This is an optimization exercise on Yosys and OpenROAD, whose aim is small area, not a production implementation.
Function was checked by simulation only, so behaviour that the tests miss may differ from the original.
No driver is modelled on the clock port, so clock power and skew are understated where the tree is cut down; a real chip needs a root buffer or a tree.

== the baseline ==
## bemicro_top
module bemicro_top(
   input  wire CLK_FPGA_50M,
   input  wire RST_N,
   input  wire CPU_RST_N,
   input  wire PBSW_N,
   output wire F_LED0,
   output wire F_LED1,
   output wire F_LED2,
   output wire F_LED3,
   output wire F_LED4,
   output wire F_LED5,
   output wire F_LED6,
   output wire F_LED7
   );
For scale: roughly 300 cells after synthesis, about 89 flip-flops, roughly 12 I/O pins, ~3300 um2 of cells after synthesis.
==> module life_1d, before the edit <==
module life_1d(clk, rs, event0, event1, d, q);
   parameter RULE150 = 0;
   input            clk;
   input            rs;         
   input            event0;
   input            event1;
   input      [7:0] d;          
   output     [7:0] q;
   reg        run;
   reg [11:0] timer;
   wire low_zero = ~|timer[10:0];
   wire fb = timer[11] ^ timer[7] ^ timer[1] ^ timer[0] ^ low_zero;
   wire gen = run & low_zero & timer[11];
   always @(posedge clk)
     timer <= {timer[10:0], run & fb};
   always @(posedge clk)
     if (rs)
       run <= 1'b0;
     else if (event1)
       run <= ~run;
   wire [7:0] nxt;
   genvar i;
   generate
      for (i = 0; i < 8; i = i + 1) begin : g
         wire l = q[(i + 1) % 8];
         wire c = q[i];
         wire r = q[(i + 7) % 8];
         if (RULE150)
           assign nxt[i] = l ^ c ^ r;
         else
           assign nxt[i] = l ^ (c | r);
      end
   endgenerate
   reg [7:0] qn;     
   always @(posedge clk)
     if (rs | (~run & event0))
       qn <= ~d;
     else if (gen)
       qn <= ~nxt;
   assign q = ~qn;
endmodule
export LEC_CHECK = 0
export CAP_MARGIN = 20
export CORE_MARGIN = 2
export CORE_UTILIZATION = 70
export GPL_TIMING_DRIVEN = 0
export SLEW_MARGIN = 20
create_clock -name core_clock -period 5.0 [get_ports {CLK_FPGA_50M}]
standard.sh (not shown) runs the stock make flow with config.mk's settings and CLKGATE_MAP_FILE= SYNTH_SCRIPT=/design/flow/synth_recipe.tcl, a recipe that flattens the netlist after the stock synthesis.
==> flow/flow/run.sh <==
#!/bin/bash
# Layout flow: the standard ORFS flow (standard.sh), with these changes:
#  - synthesis maps the logic with several area-oriented ABC scripts
#    (flow/abc/*.script) and keeps the smallest result (flow/synth_abc.tcl);
#    ORFS's separate half/full-adder mapping step is left out (ABC maps that
#    logic too); the rest of the synthesis, flip-flop mapping, flattening
#    and renaming are the standard flow's own (synth_recipe.tcl);
#  - the port buffers are sky130_fd_sc_hd__buf_1 cells;
set -euo pipefail
W=$PWD
export FLOW_ABC_DIR=$W/flow/abc
export FLOW_SYNTH_TCL=$W/synth_recipe.tcl
sed "s#SYNTH_SCRIPT=[^ ]*#SYNTH_SCRIPT=$W/flow/synth_abc.tcl ADDER_MAP_FILE=#" standard.sh > flow_make.sh
grep -q "SYNTH_SCRIPT=$W/flow/synth_abc.tcl ADDER_MAP_FILE=" flow_make.sh
export BUFFER_PORTS_ARGS="-buffer_cell sky130_fd_sc_hd__buf_1"
export CTS_ARGS="-sink_clustering_enable -repair_clock_nets -dont_use_dummy_load"
bash flow_make.sh cts > flow_to_cts.log 2>&1
RES=$W/orfs/results/$FLOW_PLATFORM/bemicro_top/base
PLATFORM_DIR=$FLOW_HOME/platforms/$FLOW_PLATFORM \
CK_MAX_SLEW=${CK_MAX_SLEW:-0.110} \
IN_DB=$RES/4_cts.odb IN_SDC=$RES/4_cts.sdc OUT_DB=$RES/4_cts.odb \
  openroad -no_init -exit flow/clock_tree.tcl > clock_tree.log 2>&1
bash flow_make.sh > flow_finish.log 2>&1
Other scripts of this flow, unchanged in this note and not shown: flow/flow/abc/s10.script, flow/flow/abc/s11.script, flow/flow/abc/s12.script, flow/flow/abc/s13.script, flow/flow/abc/s14.script, flow/flow/abc/s2.script, flow/flow/abc/s5.script, flow/flow/abc/s6.script, flow/flow/abc/s8.script, flow/flow/abc/s9.script, flow/flow/clock_tree.tcl, flow/flow/synth_abc.tcl
Input-level comparison between the candidate and the baseline:
--- a/flow/design.v
+++ b/flow/design.v
@@ -81,11 +81,11 @@
    input            clk;
    input            rs;         
    input            event0;
    input            event1;
    input      [7:0] d;          
-   output     [7:0] q;
+   output reg [7:0] q;
    reg        run;
    reg [11:0] timer;
    wire low_zero = ~|timer[10:0];
    wire fb = timer[11] ^ timer[7] ^ timer[1] ^ timer[0] ^ low_zero;
    wire gen = run & low_zero & timer[11];
@@ -107,17 +107,15 @@
            assign nxt[i] = l ^ c ^ r;
          else
            assign nxt[i] = l ^ (c | r);
       end
    endgenerate
-   reg [7:0] qn;     
    always @(posedge clk)
      if (rs | (~run & event0))
-       qn <= ~d;
+       q <= d;
      else if (gen)
-       qn <= ~nxt;
-   assign q = ~qn;
+       q <= nxt;
 endmodule
 module bemicro_top(
    input  wire CLK_FPGA_50M,
    input  wire RST_N,
    input  wire CPU_RST_N,
Notes after the runs:
Effective utilization at floorplan (lower): the candidate. The candidate completed end to end with timing, DRC and antenna clean. The candidate: number of logic inverters in the finished layout 43 above the baseline. For the candidate, the timing endpoint of the critical path was life_1d_0.q[6], unlike the baseline, where it was life_1d_1.qn[7]. From the baseline to the candidate the numbers moved as follows: share of synthesized cell area in and, or, nand and nor gates -2.0 points; multi-input gate area in the final layout -14%; final area -about 0.5%; fraction of synthesized cell area in xor and xnor cells -12 points; number of placed cells counting well taps +9.5%. Changes observed in the candidate relative to the baseline: critical path depth rose 7, total detailed-routing wirelength rose about 14%, longest individual stage delay on the worst path fell 190 ps.
No run of this note takes its clock network from TritonCTS; it comes from the design's own scripts or RTL.

-- afterwards: timing with drivers on the ports --
The results above use ideal ports. As a check the final layouts listed here were re-extracted and re-timed, cells and wires unchanged.
Step 1 assumes that a clkbuf_16 drives the clock port and a buf_2 every other input.
Step 2, shift: input delay + t, output delay - t, t = (earliest + latest rising clock arrival at the registers) / 2. This alone moves slack from input paths to output paths.
a / b / c = no drivers / after step 1 / after step 2; a / b = the first two.
| run | t, ns | slack for setup (ns) | worst hold slack (ns) | worst slew at a driven data input, ns |
|---|---|---|---|---|
| the baseline | 0.213 | 1.545 / 1.545 / 1.545 | 0.309 / 0.309 / 0.309 | 0.03 |
| the candidate | 0.214 | 0.979 / 0.979 / 0.979 | 0.339 / 0.339 / 0.339 | 0.03 |
After both steps setup and hold are still met in every run listed.
